Background: an optimization exercise with open tools, aiming at small area. Do not read the settings as production practice. In this exercise RTL edits were held to simulation tests only and were not proved equivalent to the original. Power figures rest on the tool's default switching activity, not on a simulated workload.

==> design/flow/flow/run.sh <==
#!/bin/bash
# Own layout flow: the standard flow (standard.sh, unchanged synthesis),
# with smaller port buffers and a clock tree built from small buffers without
# dummy loads. Each step's full output goes to a log file in this folder.
set -euo pipefail
bash standard.sh synth > synth.log 2>&1
bash standard.sh \
    "BUFFER_PORTS_ARGS=-buffer_cell sky130_fd_sc_hd__buf_1" \
    "CTS_ARGS=-sink_clustering_enable -repair_clock_nets -dont_use_dummy_load -root_buf sky130_fd_sc_hd__clkbuf_8 -buf_list {sky130_fd_sc_hd__clkbuf_4 sky130_fd_sc_hd__clkbuf_8}" \
    finish > layout.log 2>&1
==> design/flow/standard.sh <==
#!/bin/bash
# synth_recipe.tcl (not shown) runs the flow's synth.tcl, then flattens the netlist and writes it again
# the make line also repeats each setting of config.mk as NAME=value (left out here)
make -C /OpenROAD-flow-scripts/flow DESIGN_CONFIG=/design/flow/config.mk WORK_HOME=/design/flow/orfs CLKGATE_MAP_FILE= SYNTH_SCRIPT=/design/flow/synth_recipe.tcl "${@:-finish}"
==> design/flow/config.mk <==
export PLATFORM = sky130hd
export DESIGN_NAME = sd_data_engine
export DESIGN_NICKNAME = sd_data_engine
export VERILOG_FILES = /design/flow/design.v
export SDC_FILE = /design/flow/constraint.sdc
export NUM_CORES = 4
export LEC_CHECK = 0
export CAP_MARGIN = 20
export CORE_MARGIN = 2
export CORE_UTILIZATION = 40
export PLACE_DENSITY = 0.6
export SLEW_MARGIN = 20
==> design/flow/constraint.sdc <==
create_clock -name core_clock -period 12.0 [get_ports {clk}]
set_input_delay 2.4000 -clock core_clock [delete_from_list [all_inputs] [get_ports {clk}]]
set_output_delay 2.4000 -clock core_clock [all_outputs]
set_load 0.01 [all_outputs]
==> design/flow/design.v <==
module sd_data_engine (
    input         clk,
    input         rst_n,
    input         soft_rst_n,
    input         data_ready,
    input         tx_fifo_full,
    input         data_direction,
    input         data_width,
    input  [10:0] block_len,
    input  [31:0] block_number,
    input  [31:0] read_to,
    input  [3:0]  sd_dat_in,
    input  [31:0] tx_fifo_rdata,
    output [3:0]  sd_dat_out,
    output [3:0]  sd_dat_oe,
    output        tx_fifo_re,
    output [31:0] rx_fifo_wdata,
    output        rx_fifo_we,
    output        tx_crc_status_err,
    output        rx_crc_err,
    output        transfer_complete,
    output        read_to_error,
    output        block_rx_end
);
wire dir = data_direction;
wire w   = data_width;
reg  [2:0]  state;
reg  [2:0]  nxt;
reg         adv;
reg  [13:0] cnt;         
reg  [31:0] rem;         
reg  [31:0] to_left;     
reg  [31:0] rx_sr;       
reg  [3:0]  out_q;       
reg         crc_bad;     
reg         tok_ok;      
reg         we_q;
reg         bend_q;
wire st_stop = (state == 3'd0);
wire st_wait = (state == 3'd2);
wire st_pre  = (state == 3'd3);
wire st_data = (state == 3'd4);
wire st_crc  = (state == 3'd5);
wire st_post = (state == 3'd6);
wire st_endb = (state == 3'd7);
wire rem0 = (rem == 32'd0);
wire rem1 = (rem == 32'd1);
wire to0  = (to_left == 32'd0);
wire [13:0] cnt_inc = cnt + ((st_data && w) ? 14'd4 : 14'd1);
wire        data_last = (cnt_inc == {block_len, 3'b000});
wire        word_last = (cnt[4:2] == 3'b111) && (w || cnt[1:0] == 2'b11);
always @(*) begin
    adv = 1'b0;
    nxt = state;
    case (state)
    3'd0: if (data_ready) begin adv = 1'b1; nxt = 3'd1; end
    3'd1: begin adv = 1'b1; nxt = 3'd2; end
    3'd2:
        if (!dir) begin
            if (rem0 || to0 || !sd_dat_in[0]) begin
                adv = 1'b1;
                nxt = (rem0 || to0) ? 3'd0 : 3'd4;
            end
        end else if (tx_fifo_full && (rem0 || sd_dat_in[0])) begin
            adv = 1'b1;
            nxt = rem0 ? 3'd0 : 3'd3;
        end
    3'd3:  if (cnt[1]) begin adv = 1'b1; nxt = 3'd4; end
    3'd4: if (data_last) begin adv = 1'b1; nxt = 3'd5; end
    3'd5:  if (cnt[3:0] == 4'hf) begin adv = 1'b1; nxt = dir ? 3'd6 : 3'd7; end
    3'd6: if (cnt[2:0] == 3'b111) begin adv = 1'b1; nxt = 3'd7; end
    default:  begin adv = 1'b1; nxt = rem1 ? 3'd0 : 3'd2; end
    endcase
end
always @(posedge clk or negedge rst_n) begin
    if (!rst_n)
        state <= 3'd0;
    else if (!soft_rst_n)
        state <= 3'd0;
    else
        state <= nxt;
end
always @(posedge clk) begin
    cnt     <= adv ? 14'd0 : cnt_inc;
    rem     <= st_stop ? block_number : rem - {31'd0, st_endb};
    to_left <= st_stop ? read_to : to_left - {31'd0, st_wait && sd_dat_in[0]};
end
wire [31:0] tx_word = {tx_fifo_rdata[7:0], tx_fifo_rdata[15:8],
                       tx_fifo_rdata[23:16], tx_fifo_rdata[31:24]};
wire [3:0]  tx_nib  = tx_word[{~cnt[4:2], 2'b00} +: 4];
wire [3:0]  tx_bits = {tx_nib[3:1], w ? tx_nib[0] : tx_nib[~cnt[1:0]]};
always @(posedge clk) begin
    if (st_pre && cnt[1])
        out_q <= 4'b0000;                        
    else if (st_data)
        out_q <= tx_bits;
    else if (st_crc)
        out_q <= crc_msb;
    else
        out_q <= 4'b1111;
end
wire oe = dir && ((st_pre && cnt[1:0] != 2'b00) || st_data || st_crc ||
                  (st_post && cnt[2:1] == 2'b00));
assign sd_dat_out = out_q;
assign sd_dat_oe  = {{3{oe && w}}, oe};
assign tx_fifo_re = (st_pre && cnt[1]) || (st_data && dir && word_last && !data_last);
always @(posedge clk)
    tok_ok <= (tok_ok || cnt[1:0] == 2'b00) && (sd_dat_in[0] == (cnt[1:0] == 2'b10));
assign tx_crc_status_err = st_endb && dir && !tok_ok;
wire [3:0] crc_in = dir ? tx_bits : sd_dat_in;
wire [3:0] crc_diff;
wire [3:0] crc_msb;
genvar i;
generate
    for (i = 0; i < 4; i = i + 1) begin : g_crc
        reg  [15:0] crc;     
        assign crc_msb[i]  = crc[15];
        assign crc_diff[i] = crc_in[i] ^ crc[15];
        wire fb = st_data && crc_diff[i];
        always @(posedge clk)
            if (st_data || st_crc)
                crc <= {crc[14:0], 1'b0} ^ {3'b000, fb, 6'b000000, fb, 4'b0000, fb};
            else
                crc <= 16'd0;
    end
endgenerate
always @(posedge clk) begin
    rx_sr   <= w ? {rx_sr[27:0], sd_dat_in} : {rx_sr[30:0], sd_dat_in[0]};
    crc_bad <= st_crc && (crc_bad || crc_diff[0] || (w && (crc_diff[1] || crc_diff[2] || crc_diff[3])));
end
always @(posedge clk or negedge rst_n) begin
    if (!rst_n) begin
        we_q   <= 1'b0;
        bend_q <= 1'b0;
    end else begin
        we_q   <= soft_rst_n && st_data && !dir && word_last;
        bend_q <= st_endb && !dir;
    end
end
assign rx_fifo_wdata = {rx_sr[7:0], rx_sr[15:8], rx_sr[23:16], rx_sr[31:24]};
assign rx_fifo_we    = we_q;
assign block_rx_end  = bend_q;
assign rx_crc_err    = st_endb && !dir && crc_bad;
assign transfer_complete = (st_wait && rem0 && (!dir || tx_fifo_full)) || (st_endb && rem1);
assign read_to_error     = st_wait && !dir && !rem0 && to0;
endmodule
==> flow_metrics.tcl, run 1 <==
set metrics [dict create \
    grt_use_total 0.167 \
    hpwl_um 12400 \
    pin_count 165 \
    worst_setup_path_start_kind "primary input" \
    fillers 1979 \
    end_kind "output port" \
    cp.required_ns 9.60 \
    drt_iter0_drc 247 \
    seq_area_frac_synth 0.470 \
    cts-root-buf "clkbuf_8" \
    pre_cts_ws_ns 4.23 \
    ys.flop_type "dfxtp_1" \
    clock_skew_ns 0.0381 \
    crit_path_max_fanout 38 \
    max_slew_margin 0.326 \
    synth.distinct_cells 58 \
    status "no timing/DRC/antenna violations" \
    dr.pass1.iters 6 \
    path_clk_slew_ns 0.11 \
    syn_nets 975 \
    ys_ff_latch 185 \
    rows 51 \
    syn2layout_area_growth_pct 12.9 \
    via_per_inst 4.82 \
    synth_warnings 1 \
    antenna_left 0 \
    ir_drop_mv 0.134 \
    max_cap_viol_count 0 \
    grt_pass1_vias 5682 \
    critPathTopFamily "simple AND/OR/NAND/NOR gates" \
    r2r-end "state[0]$_DFFE_PN0P_" \
    via_count 6053 \
    die_area_mm2 0.0210 \
    max_stage_delay_ns 0.53 \
    holdBufCountCts 0 \
    async_reset_ff_frac 0.0270 \
    crit_chain "clkbuf_2 > buf_4 > nand2_1 > ha_1 > ha_1 > a21oi_1 > or3_1 > and4b_1 > a311oi_1 > or4_4 > nand3_1 > o21ai_0 > buf_1" \
    grt_setup_unrepaired "no" \
    period_share 0.647 \
    worstReg2RegStart "state[2]$_DFFE_PN0P_" \
    layout_setup_ws_ns 4.24 \
    initial_utilization 0.408 \
    critPathSlowestCell "or4_4" \
    hp-class "flop to flop" \
    holdPathEnd "g_crc[1].crc[11]$_SDFF_PN0_" \
    core_area_mm2 0.0195 \
    p_leak_nw 3.17 \
    reg2reg_depth 12 \
    critical_path_buf_inv_count 3 \
    drive_above_1_share 0.0768 \
    routabilityCongestion 0.772 \
    fp.dieH_um 145 \
    netlist_instances 850 \
    worstHoldStart "g_crc[1].crc[10]$_SDFF_PN0_" \
    port_buffers 164 \
    layout_min_cycle_time_ns 7.76 \
    numCtsBuffers 17 \
    clock-sinks 185 \
    cp-startpoint "data_width" \
    crit_arrival_ns 5.36 \
    overflow 0 \
    final_max_slew_viol_count 0 \
    synth_area_mm2 0.00793 \
    crit_top_cell "ha_1" \
    htreeDepth 4 \
    routed_wl_um 17200 \
    final_common_cell "dfxtp_1" \
    grt_pass1_wl_um 27500 \
    finalSetupViolations 0 \
    grt_max_degree 110 \
    fmax_ghz 0.129 \
    postCtsSetupBuffers 0 \
    ctsResizeCount 0 \
    drc_errors 0 \
    worst-slew-pin-transition_ns 1.01 \
    hold_depth 1 \
    nets 1117 \
    avgSynthCellArea_um2 9.33 \
    worstSkewPairLatency_ns 0.46 \
    antenna_cells 0 \
    antenna_found_initial 0 \
    cts_tree "done" \
    synth_edf_count 0 \
    final_cell_mix "dfxtp_1, buf_1, nor2_1, a21oi_1, xnor2_1" \
    route.detailed.wl_per_inst_um 13.7 \
    hold_viol 0 \
    worstSetupPathType "primary input to output port" \
    reg2reg_slack_ns 7.92 \
    die_width_um 145 \
    tns_ns 0 \
    power.density_mw_per_mm2 197 \
    cts_buffer_depth 2 \
]
worst max-delay path by stage:
stage,endpoint,depth (start not counted)
2_1_floorplan,tx_fifo_re,12
3_3_place_gp,tx_fifo_re,13
3_5_place_dp,tx_fifo_re,13
4_1_cts,tx_fifo_re,13
5_1_grt,tx_fifo_re,13
6_report,tx_fifo_re,13
synthesized netlist by cell type (all sizes together), types with 2 or more instances:
cell type / count / area, µm²
a21oi: 74 / 370
a22oi: 3 / 22.5
nand4: 8 / 50.1
mux4: 4 / 90.1
xor2: 26 / 228
dfrtp: 5 / 125
or3: 6 / 42.5
nand3b: 3 / 22.5
nor3b: 2 / 15.0
or4: 9 / 71.3
o41ai: 2 / 17.5
o21ai: 14 / 70.1
nand3: 14 / 70.1
a31o: 2 / 17.5
and2: 59 / 369
or2: 4 / 25.0
nor4: 19 / 119
nor3: 22 / 120
xnor2: 58 / 508
mux2: 38 / 428
xnor3: 4 / 90.1
nor2: 133 / 499
buf: 16 / 87.6
a221oi: 2 / 17.5
mux2i: 9 / 90.1
ha: 7 / 87.6
a31oi: 8 / 50.1
a32oi: 2 / 17.5
nor2b: 9 / 56.3
nand2b: 11 / 68.8
clkbuf: 27 / 101
nand2: 35 / 131
o31ai: 4 / 30.0
o22a: 2 / 17.5
dfxtp: 180 / 3600
o211ai: 2 / 28.8
inv: 11 / 41.3
a21boi: 2 / 15.0
nor4b: 2 / 17.5
and3: 2 / 12.5
metrics by stage:
step                area [µm²]  utilization  instances  total power [mW]  hold slack, ns
CTS                       8950        0.460       1255              1.78           0.417
global placement          8720        0.448       1238              1.45           0.407
finish                    8950        0.460       1255              1.76           0.408
floorplan                 7930            -        850              1.33           0.406
global route              8950        0.460       1255              1.90           0.433
detailed placement        8720        0.448       1238              1.47           0.410
final cells by class:
type,count,area (µm²),area share
clock buffer,17,234,0.0261
sequential,185,3730,0.416
multi-input combinational,611,3990,0.445
timing repair buffer,166,632,0.0706
tap,265,332,0.0370
inverter,11,41.3,0.00461
power breakdown:
part,total [mW],internal [mW],switching (mW)
Sequential,0.928,0.774,0.154
Combinational,0.521,0.230,0.291
Clock,0.311,0.126,0.185
Total,1.76,1.13,0.630
routing by layer:
metal	track usage	part of all wire	vias to the layer above
li1	-	-	3174
met1	0.221	0.48	2763
met2	0.270	0.46	103
met3	0.0418	0.044	13
met4	0.0485	0.015	0
met5	0	0	-
registers in the layout (all words and copies together), names as in the netlist:
| signal | cells |
|---|---|
| bend_q | 1 |
| cnt | 14 |
| crc_bad | 1 |
| g_crc.crc | 64 |
| out_q | 4 |
| rem | 32 |
| rx_sr | 32 |
| state | 3 |
| to_left | 32 |
| tok_ok | 1 |
| we_q | 1 |
logic make-up after synthesis:
kind of cell             count (synthesis)  synth area share
AND/OR/NAND/NOR                        343             0.219
flip-flops                             185             0.470
AO/OA/AOI/OAI                          122            0.0902
XOR/XNOR                                88             0.104
buffers and inverters                   54            0.0290
multiplexers                            51            0.0767
adder cells (fa/ha/maj)                  7            0.0110
==> run 2: changes to the inputs <==
--- a/design/flow/flow/run.sh
+++ b/design/flow/flow/run.sh
@@ -7,4 +7,4 @@
 bash standard.sh \
     "BUFFER_PORTS_ARGS=-buffer_cell sky130_fd_sc_hd__buf_1" \
-    "CTS_ARGS=-sink_clustering_enable -repair_clock_nets -dont_use_dummy_load -root_buf sky130_fd_sc_hd__clkbuf_8 -buf_list {sky130_fd_sc_hd__clkbuf_4 sky130_fd_sc_hd__clkbuf_8}" \
+    "CTS_ARGS=-sink_clustering_enable -repair_clock_nets -dont_use_dummy_load -sink_clustering_size 30 -sink_clustering_max_diameter 150 -root_buf sky130_fd_sc_hd__clkbuf_8 -buf_list {sky130_fd_sc_hd__clkbuf_4 sky130_fd_sc_hd__clkbuf_8}" \
     finish > layout.log 2>&1
==> run 2 against run 1 <==
- sequential cell count unchanged
- clock skew unchanged
- fmax unchanged
- non-clock buffer count unchanged
- final cell count unchanged
- largest power group unchanged
- die area unchanged
- first-iteration DRC count unchanged
- synthesized cell count unchanged
==> flow_metrics.tcl, run 2 <==
set metrics [dict create \
    path_clk_slew_ns 0.11 \
    cp.required_ns 9.60 \
    hp-class "flop to flop" \
    end_kind "output port" \
    p_leak_nw 3.17 \
    crit_path_max_fanout 38 \
    finalSetupViolations 0 \
    die_width_um 145 \
    max_slew_margin 0.326 \
    worst_setup_path_start_kind "primary input" \
    rows 51 \
    async_reset_ff_frac 0.0270 \
    syn2layout_area_growth_pct 12.9 \
    seq_area_frac_synth 0.470 \
    critPathTopFamily "simple AND/OR/NAND/NOR gates" \
    fin_hold_ws_ns 0.408 \
    htreeDepth 4 \
    fmax_ghz 0.129 \
    crit_chain "clkbuf_2 > buf_4 > nand2_1 > ha_1 > ha_1 > a21oi_1 > or3_1 > and4b_1 > a311oi_1 > or4_4 > nand3_1 > o21ai_0 > buf_1" \
    worst-slew-pin-transition_ns 1.01 \
    yosys.area.top_type "dfxtp_1" \
    critical_path_buf_inv_count 3 \
    top_register "g_crc.crc" \
    drt_iter0_drc 247 \
    synth.distinct_cells 58 \
    grt_use_total 0.167 \
    layout_setup_ws_ns 4.24 \
    finalPower_mw 1.76 \
    via_count 6053 \
    critPathSlowestCell "or4_4" \
    ys.flop_type "dfxtp_1" \
    fp.dieH_um 145 \
    ys_ff_latch 185 \
    antenna_cells 0 \
    pin_count 165 \
    cts_tree "done" \
    tns_ns 0 \
    final_common_cell "dfxtp_1" \
    status "no timing/DRC/antenna violations" \
    drc_errors 0 \
    cts-root-buf "clkbuf_8" \
    ctsResizeCount 0 \
    routabilityCongestion 0.772 \
    crit_arrival_ns 5.36 \
    holdBufCountCts 0 \
    drive_above_1_share 0.0768 \
    synth_edf_count 0 \
    combPwrFrac 0.296 \
    synth_most_common_cell "dfxtp_1" \
    worstSetupPathType "primary input to output port" \
    hpwl_um 12400 \
    pwr-share-clk 0.177 \
    multi_input_area_mm2 0.00399 \
    power.internal_mw 1.13 \
    final_cell_mix "dfxtp_1, buf_1, nor2_1, a21oi_1, xnor2_1" \
    layout_min_cycle_time_ns 7.76 \
    dr.pass1.iters 6 \
    synth_area_mm2 0.00793 \
    max_stage_delay_ns 0.53 \
    hold_viol 0 \
    grt_setup_unrepaired "no" \
    synthTopCellsByArea "dfxtp_1, xnor2_1, nor2_1" \
    route.detailed.wl_per_inst_um 13.7 \
    grt_pass1_vias 5682 \
    synth_warnings 1 \
    grt_max_degree 110 \
    routed_wl_um 17200 \
    die_area_mm2 0.0210 \
    power.density_mw_per_mm2 197 \
    via_per_inst 4.82 \
    pre_cts_ws_ns 4.23 \
    seq_area_mm2 0.00373 \
    antenna_found_initial 0 \
    clock_skew_ns 0.0381 \
    core_area_mm2 0.0195 \
    overflow 0 \
    period_share 0.647 \
    nets 1117 \
    netlist_instances 850 \
    clock-sinks 185 \
    ir_drop_mv 0.134 \
    fillers 1979 \
    switching_share 0.358 \
    crit_top_cell "ha_1" \
    p_sw_mw 0.630 \
    port_buffers 164 \
    max_cap_viol_count 0 \
    pwr-share-seq 0.527 \
    largest_reg_flops 64 \
    ys_top_cells_by_count "dfxtp_1, nor2_1, a21oi_1" \
    grt_pass1_wl_um 27500 \
    cts_buffer_depth 2 \
    final_max_slew_viol_count 0 \
    yosysTopAreaCellShare 0.454 \
    worstSkewPairLatency_ns 0.46 \
    antenna_left 0 \
    numCtsBuffers 17 \
    avgSynthCellArea_um2 9.33 \
    syn_nets 975 \
    initial_utilization 0.408 \
    postCtsSetupBuffers 0 \
]
-- run 2: cell counts in the layout (fill, tap and decap cells not counted) --
Identical to the previous run, type by type.
-- run 2: cell families (layout without fill, tap and decap cells) --
| kind of cell | after synthesis | after routing | share of synthesized area |
|---|---|---|---|
| DFF | 185 | 185 | 0.470 |
| adders and majority gates | 7 | 7 | 0.0110 |
| xor gates and xnor gates | 88 | 88 | 0.104 |
| muxes | 51 | 51 | 0.0767 |
| AOI/OAI and AO/OA | 122 | 122 | 0.0902 |
| buffers and inverters | 54 | 194 | 0.0290 |
| and+or+nand+nor | 343 | 343 | 0.219 |
-- run 2: area by class of cell --
| class | count | area share |
|---|---|---|
| tap | 265 | 0.0370 |
| clock buffer | 17 | 0.0261 |
| timing repair buffer | 166 | 0.0706 |
| inverter | 11 | 0.00461 |
| sequential | 185 | 0.416 |
| multi-input combinational | 611 | 0.445 |
-- run 2: per-stage QoR --
| step | instance area [µm²] | util | instances |
|---|---|---|---|
| 3_5_place_dp | 8720 | 0.448 | 1238 |
| 4_1_cts | 8950 | 0.460 | 1255 |
| 5_1_grt | 8950 | 0.460 | 1255 |
| 6_report | 8950 | 0.460 | 1255 |
| 2_1_floorplan | 7930 | - | 850 |
| 3_3_place_gp | 8720 | 0.448 | 1238 |
-- run 2: worst reg2reg max path, cell delays in order, from the launching register on --
cell      delay (ns)
dfrtp_1         0.61
nand2b_1        0.37
nor2_1          0.23
nand2_1         0.11
ha_1            0.27
ha_1            0.22
a21oi_1         0.48
or3_1           0.23
and4b_1         0.20
a311oi_1        0.05
or4_4           0.53
o211ai_4        0.46
mux2i_1         0.25
-- run 2: path summary, 6_finish.rpt --
kind                       depth (start not counted)  slack (ns)                     endpoint                        start
setup reg to reg                                  12        7.92         state[0]$_DFFE_PN0P_         state[2]$_DFFE_PN0P_
setup / recovery                                  13        4.24                   tx_fifo_re                   data_width
min in group asynchronous                          1        1.84         state[2]$_DFFE_PN0P_                        rst_n
hold / removal                                     1        0.41  g_crc[1].crc[11]$_SDFF_PN0_  g_crc[1].crc[10]$_SDFF_PN0_
hold reg to reg                                    1        0.41  g_crc[1].crc[11]$_SDFF_PN0_  g_crc[1].crc[10]$_SDFF_PN0_
max in group asynchronous                          1        9.92         state[0]$_DFFE_PN0P_                        rst_n
-- run 2: routing by layer --
layer  share of wire  GRT usage  vias to the layer above
li1                -          -                     3174
met1            0.48      0.221                     2763
met2            0.46      0.270                      103
met3           0.044     0.0418                       13
met4           0.015     0.0485                        0
met5               0          0                        -
-- run 2: power groups by stage --
stage	registers [mW]	clock network [mW]	logic, mW
after floorplan	0.900	0	0.430
after global placement	0.937	0	0.518
after detailed placement	0.940	0	0.527
after CTS	0.928	0.323	0.530
after global routing	0.953	0.348	0.594
final	0.928	0.311	0.521
==> run 3: changes to the inputs <==
--- a/design/flow/config.mk
+++ b/design/flow/config.mk
@@ -8,5 +8,5 @@
 export CAP_MARGIN = 20
 export CORE_MARGIN = 2
-export CORE_UTILIZATION = 40
-export PLACE_DENSITY = 0.6
+export CORE_UTILIZATION = 60
+export PLACE_DENSITY = 0.7
 export SLEW_MARGIN = 20
==> run 3 against run 2 <==
- via count increased by 4.5%
- global-route usage increased by 8.4 points
- fmax decreased by 3.3%
- sequential power increased by 0.4%
- non-clock buffer count decreased by 1
- worst hold slack improved by 0.0016 ns
==> flow_metrics.tcl, run 3 <==
set metrics [dict create \
    largest_reg_flops 64 \
    drc_errors 0 \
    antenna_cells 0 \
    port_buffers 164 \
    ys_top_cells_by_count "dfxtp_1, nor2_1, a21oi_1" \
    stdcell_area_mm2 0.00885 \
    syn_nets 975 \
    cp.required_ns 9.60 \
    top_register "g_crc.crc" \
    synth_mux_area_frac 0.0767 \
    seq_area_frac_synth 0.470 \
    status "no timing/DRC/antenna violations" \
    hp-class "flop to flop" \
    worstHoldStart "g_crc[1].crc[13]$_SDFF_PN0_" \
    fp.dieH_um 119 \
    max_cap_viol_count 0 \
    power.internal_mw 1.14 \
    via_count 6328 \
    clock_skew_ns 0.0351 \
    combPwrFrac 0.302 \
    yosysTopAreaCellShare 0.454 \
    worst-slew-pin-transition_ns 0.930 \
    cts-root-buf "clkbuf_8" \
    cts_tree "done" \
    pwr-share-seq 0.526 \
    worstSetupPathType "primary input to output port" \
    worstSkewPairLatency_ns 0.47 \
    finalSetupViolations 0 \
    pwr-share-clk 0.173 \
    overflow 0 \
    final_max_slew_viol_count 0 \
    postCtsSetupBuffers 0 \
    drive_above_1_share 0.0758 \
    via_per_inst 5.43 \
    reg2reg_depth 12 \
    layout_min_cycle_time_ns 8.03 \
    grt_pass1_wl_um 28800 \
    grt_pass1_vias 6100 \
    grt_max_degree 128 \
    holdPathEnd "g_crc[1].crc[14]$_SDFF_PN0_" \
    r2r-end "state[0]$_DFFE_PN0P_" \
    pin_count 165 \
    clock-sinks 185 \
    p_sw_mw 0.637 \
    max_slew_margin 0.380 \
    cts_buffer_depth 2 \
    nets 1116 \
    yosys.area_share.simple 0.219 \
    synthXorXnorAreaFrac 0.104 \
    path_clk_slew_ns 0.09 \
    ys.flop_type "dfxtp_1" \
    route.detailed.wl_per_inst_um 15.0 \
    antenna_left 0 \
    antenna_found_initial 0 \
    dr.pass1.iters 5 \
    switching_share 0.359 \
    routed_wl_um 17500 \
    synth_warnings 1 \
    synth_most_common_cell "dfxtp_1" \
    worstReg2RegStart "state[1]$_DFFE_PN0P_" \
    tns_ns 0 \
    crit_arrival_ns 5.63 \
    worst_setup_path_start_kind "primary input" \
    holdBufCountCts 0 \
    synth-compound-area-share 0.0902 \
    htreeDepth 4 \
    grt_setup_unrepaired "no" \
    routabilityCongestion 0.867 \
    synth_area_mm2 0.00793 \
    netlist_instances 850 \
    hold_viol 0 \
    synth_edf_count 0 \
    synth_top_family_by_area "simple AND/OR/NAND/NOR gates" \
    ctsResizeCount 0 \
    power.density_mw_per_mm2 200 \
    synth.distinct_cells 58 \
    core_area_mm2 0.0131 \
    reg2reg_slack_ns 7.86 \
    synthAdderAreaFrac 0.0110 \
    hold_depth 1 \
    die_area_mm2 0.0142 \
    yosys.area.top_type "dfxtp_1" \
    end_kind "output port" \
    final_common_cell "dfxtp_1" \
    fin_hold_ws_ns 0.409 \
    period_share 0.669 \
    drt_iter0_drc 401 \
    crit_path_max_fanout 38 \
    final_cell_mix "dfxtp_1, buf_1, nor2_1, a21oi_1, xnor2_1" \
    hpwl_um 12800 \
    placed_area_mm2 0.00859 \
    fin_util 0.677 \
    grt_use_total 0.251 \
    ys_ff_latch 185 \
    fmax_ghz 0.125 \
    async_reset_ff_frac 0.0270 \
    avgSynthCellArea_um2 9.33 \
    synthTopCellsByArea "dfxtp_1, xnor2_1, nor2_1" \
    syn2layout_area_growth_pct 11.6 \
    rows 42 \
    initial_utilization 0.606 \
    ir_drop_mv 0.163 \
    die_width_um 119 \
    numCtsBuffers 17 \
    p_leak_nw 3.17 \
]
-- run 3: cell counts after synthesis --
Identical to the previous run, type by type.
-- run 3: final cells by class --
cell class                 count  area, µm²
fill                        1120       4230
multi-input combinational    611       3990
sequential                   185       3730
timing repair buffer         165        644
clock buffer                  17        234
tap                          176        220
inverter                      11       41.3
-- run 3: cell families after synthesis --
kind of cell	Yosys count
DFF	185
and+or+nand+nor	343
adders and majority gates	7
AOI/OAI and AO/OA	122
muxes	51
xor gates and xnor gates	88
buffers and inverters	54
-- run 3: routing by layer --
metal	part of all wire	vias up	track usage
li1	-	3174	-
met1	0.44	2987	0.318
met2	0.50	144	0.436
met3	0.041	23	0.0484
met4	0.016	0	0.0729
met5	0	-	0
-- run 3: worst max path at each step --
| stage | start | to | slack (ns) |
|---|---|---|---|
| floorplan | data_width | tx_fifo_re | 4.51 |
| global placement | data_width | tx_fifo_re | 4.13 |
| detailed placement | data_width | tx_fifo_re | 4.00 |
| CTS | data_width | tx_fifo_re | 4.01 |
| global route | data_width | tx_fifo_re | 3.75 |
| finish | data_width | tx_fifo_re | 3.97 |
-- run 3: worst max-delay path: stages --
cell and delay [ns]:
clkbuf_2 0.67, nand2_1 0.18, ha_1 0.29, ha_1 0.22, a21oi_1 0.49, or3_1 0.22, and4b_1 0.21, a311oi_1 0.05
or4_4 0.52, nand3_1 0.10, o21ai_0 0.10, buf_1 0.15
-- run 3: stage by stage --
stage | setup WS [ns] | std cells | power [mW]
2_1_floorplan | 4.51 | 850 | 1.33
3_3_place_gp | 4.13 | 1147 | 1.43
3_5_place_dp | 4.00 | 1147 | 1.47
4_1_cts | 4.01 | 1164 | 1.77
5_1_grt | 3.75 | 1165 | 1.89
6_report | 3.97 | 1165 | 1.77
-- run 3: power groups by stage --
| stage | Sequential [mW] | Clock, mW | Combinational (mW) |
|---|---|---|---|
| after floorplan | 0.900 | 0 | 0.430 |
| after global placement | 0.930 | 0 | 0.499 |
| after detailed placement | 0.942 | 0 | 0.523 |
| after CTS | 0.930 | 0.314 | 0.527 |
| after global routing | 0.955 | 0.336 | 0.604 |
| final | 0.932 | 0.306 | 0.535 |
==> run 4: changes to the inputs <==
==> design/flow/run.sh (new file) <==
#!/bin/bash
# synth_recipe.tcl (not shown) runs the flow's synth.tcl, then flattens the netlist and writes it again
# the make line also repeats each setting of config.mk as NAME=value (left out here)
make -C /OpenROAD-flow-scripts/flow DESIGN_CONFIG=/design/flow/config.mk WORK_HOME=/design/flow/orfs CLKGATE_MAP_FILE= SYNTH_SCRIPT=/design/flow/synth_recipe.tcl finish
--- a/design/flow/config.mk
+++ b/design/flow/config.mk
@@ -8,5 +8,5 @@
 export CAP_MARGIN = 20
 export CORE_MARGIN = 2
-export CORE_UTILIZATION = 60
-export PLACE_DENSITY = 0.7
+export CORE_UTILIZATION = 40
+export PLACE_DENSITY = 0.6
 export SLEW_MARGIN = 20
removed: design/flow/flow/run.sh
removed: design/flow/standard.sh
==> run 4 against run 3 <==
- sequential share of layout area decreased by 6.2 points
- core utilization decreased by 14 points
- fmax decreased by 5.9%
- area after synthesis unchanged
- clock skew decreased by 0.022 ns
- critical endpoint unchanged
- final cell count increased by 9.0%
- critical path depth increased by 1
- clock power increased by 93%
- non-clock buffer count increased by 1
- die area increased by 48%
- global-route usage decreased by 7.7 points
- largest power group unchanged
==> flow_metrics.tcl, run 4 <==
set metrics [dict create \
    status "no timing/DRC/antenna violations" \
    ys.flop_type "dfxtp_1" \
    synth_most_common_cell "dfxtp_1" \
    period_share 0.711 \
    cts_tree "done" \
    overflow 0 \
    synth_area_mm2 0.00793 \
    fp.dieH_um 145 \
    p_sw_mw 0.715 \
    max_cap_viol_count 0 \
    synth_edf_count 0 \
    layout_min_cycle_time_ns 8.53 \
    final_common_cell "dfxtp_1" \
    holdBufCountCts 0 \
    power.density_mw_per_mm2 203 \
    cts-root-buf "clkbuf_16" \
    path_clk_slew_ns 0.07 \
    combPwrFrac 0.277 \
    ys_ff_latch 185 \
    drc_errors 0 \
    antenna_left 0 \
    finalSetupViolations 0 \
    clock-sinks 185 \
    route.detailed.wl_per_inst_um 14.3 \
    yosys.area.top_type "dfxtp_1" \
    critPathSlowestCell "clkdlybuf4s50_1" \
    ys_top_cells_by_count "dfxtp_1, nor2_1, a21oi_1" \
    synth_warnings 1 \
    top_register "g_crc.crc" \
    drt_iter0_drc 308 \
    nets 1117 \
    grt_max_degree 81 \
    worstSetupPathType "primary input to output port" \
    ctsResizeCount 0 \
    syn2layout_area_growth_pct 31.0 \
    clock_skew_ns 0.0135 \
    rows 51 \
    p_leak_nw 3.80 \
    avgSynthCellArea_um2 9.33 \
    dr.pass1.iters 4 \
    crit_arrival_ns 6.13 \
    worst_setup_path_start_kind "primary input" \
    fmax_ghz 0.117 \
    grt_pass1_wl_um 28700 \
    netlist_instances 850 \
    hpwl_um 12900 \
    cts_buffer_depth 2 \
    critical_path_buf_inv_count 3 \
    power.internal_mw 1.39 \
    die_width_um 145 \
    seq_area_mm2 0.00373 \
    grt_setup_unrepaired "no" \
    max_stage_delay_ns 0.54 \
    grt_use_total 0.174 \
    synth.distinct_cells 58 \
    worst-slew-pin-transition_ns 0.955 \
    numCtsBuffers 17 \
    die_area_mm2 0.0210 \
    pin_count 165 \
    cp.required_ns 9.60 \
    drive_above_1_share 0.0896 \
    max_slew_margin 0.362 \
    hp-class "flop to flop" \
    async_reset_ff_frac 0.0270 \
    largest_reg_flops 64 \
    routabilityCongestion 0.817 \
    crit_path_max_fanout 38 \
    grt_pass1_vias 5707 \
    critPathTopFamily "buffers and inverters" \
    crit_chain "clkdlybuf4s50_1 > buf_4 > nand2_1 > ha_1 > ha_1 > a21oi_1 > or3_1 > and4b_1 > a311oi_1 > or4_4 > nand3_1 > o21ai_0 > clkdlybuf4s50_1" \
    antenna_cells 0 \
    pwr-share-seq 0.442 \
    worstSkewPairLatency_ns 0.43 \
    final_cell_mix "dfxtp_1, clkdlybuf4s50_1, nor2_1, a21oi_1, xnor2_1" \
    final_max_slew_viol_count 0 \
    via_per_inst 4.88 \
    tns_ns 0 \
    pwr-share-clk 0.281 \
    htreeDepth 4 \
    yosysTopAreaCellShare 0.454 \
    postCtsSetupBuffers 0 \
    multi_input_area_mm2 0.00399 \
    ir_drop_mv 0.108 \
    port_buffers 164 \
    synthTopCellsByArea "dfxtp_1, xnor2_1, nor2_1" \
    switching_share 0.340 \
    seq_area_frac_synth 0.470 \
    hold_viol 0 \
    routed_wl_um 18200 \
    core_area_mm2 0.0195 \
    initial_utilization 0.408 \
    fin_hold_ws_ns 0.428 \
    via_count 6199 \
    syn_nets 975 \
    fillers 1806 \
    end_kind "output port" \
    antenna_found_initial 0 \
]
[run 4: cell count changes in the layout (fill, tap and decap cells not counted), moves of 4 or more]
cell	previous run	this run
buf_1	163	0
clkbuf_8	17	1
clkdlybuf4s50_1	0	164
inv_8	0	4
clkbuf_16	0	17
clkinv_8	0	4
[run 4: cells by family (layout without fill, tap and decap cells)]
family	Yosys count	count (layout)	synth area share
mux	51	51	0.0767
fa+ha+maj	7	7	0.0110
simple gates	343	343	0.219
buf+inv	54	209	0.0290
compound gates	122	122	0.0902
xor+xnor	88	88	0.104
flops	185	185	0.470
[run 4: final cells by class]
| cell class | instances | area share |
|---|---|---|
| clock buffers | 18 | 0.0423 |
| clock inverters | 14 | 0.0196 |
| inverters | 11 | 0.00398 |
| multi-input cells | 611 | 0.384 |
| flip-flops and latches | 185 | 0.359 |
| well taps | 265 | 0.0319 |
| repair buffers | 166 | 0.159 |
[run 4: final timing paths]
kind                                             from                    endpoint  slack [ns]  cells after the start
setup / recovery                           data_width                  tx_fifo_re        3.47                     13
hold / removal             g_crc[3].crc[1]$_SDFF_PN0_  g_crc[3].crc[2]$_SDFF_PN0_        0.43                      1
setup reg to reg                 state[1]$_DFFE_PN0P_        state[0]$_DFFE_PN0P_        7.86                     12
hold reg to reg            g_crc[3].crc[1]$_SDFF_PN0_  g_crc[3].crc[2]$_SDFF_PN0_        0.43                      1
max in group asynchronous                       rst_n        state[2]$_DFFE_PN0P_        9.59                      1
min in group asynchronous                       rst_n              we_q$_DFF_PN0_        2.21                      1
[run 4: power by group through the flow]
| stage | Sequential (mW) | Clock (mW) | Combinational (mW) |
|---|---|---|---|
| floorplan | 0.900 | 0 | 0.430 |
| global placement | 0.940 | 0 | 0.581 |
| detailed placement | 0.941 | 0 | 0.587 |
| CTS | 0.929 | 0.607 | 0.591 |
| global route | 0.956 | 0.634 | 0.657 |
| finish | 0.929 | 0.592 | 0.583 |
[run 4: worst reg2reg max path, stage by stage, from the launching register on]
cell	delay [ns]
dfrtp_1	0.59
nand2b_1	0.47
nor2_1	0.12
nand2_1	0.14
inv_1	0.05
ha_1	0.35
a31oi_1	0.22
or3_4	0.47
o31ai_1	0.25
nand4_1	0.12
or4_4	0.56
o211ai_4	0.48
mux2i_1	0.24
[run 4: through the flow]
step                instance area (µm²)  cells   util  worst slack, ns  power, mW
floorplan                          7930    850      -             4.51       1.33
global placement                   9740   1238  0.501             3.47       1.52
detailed placement                 9740   1238  0.501             3.48       1.53
global route                      10400   1270  0.534             3.23       2.25
finish                            10400   1270  0.534             3.47       2.10
CTS                               10400   1270  0.534             3.47       2.13
[run 4: routing by layer]
| layer | share of wire | track usage | wire length [µm] | vias up |
|---|---|---|---|---|
| met5 | 0 | 0 | 0 | - |
| li1 | - | - | - | 3186 |
| met3 | 0.049 | 0.0385 | 891 | 17 |
| met2 | 0.46 | 0.275 | 8350 | 122 |
| met4 | 0.015 | 0.0583 | 282 | 0 |
| met1 | 0.48 | 0.237 | 8690 | 2874 |

## port drivers added, routing unchanged
How much do the figures lean on ideal ports? The routed layouts below were timed once more, with nothing changed but the port constraints. Step 1 (the two cells are an assumption about what drives the block):
set clk [get_ports {clk}]
set_driving_cell -lib_cell sky130_fd_sc_hd__clkbuf_16 $clk
set_driving_cell -lib_cell sky130_fd_sc_hd__buf_2 [delete_from_list [all_inputs] $clk]
Step 2 times the ports against the registers' clock, not the clock port: input delays grow and output delays shrink by t, the midpoint of the rising clock arrivals with the driver on. a / b / c = ideal ports / drivers / drivers and shift; a / b = the first two.
run	shift t [ns]	setup slack, ns	hold slack, ns
run 1	0.480	4.238 / 4.201 / 4.201	0.408 / 0.408 / 0.408
run 2	0.480	4.238 / 4.201 / 4.201	0.408 / 0.408 / 0.408
run 3	0.486	3.972 / 3.948 / 3.948	0.409 / 0.409 / 0.409
run 4	0.469	3.470 / 3.443 / 3.443	0.428 / 0.428 / 0.428
After both steps setup and hold are still met in every run listed.
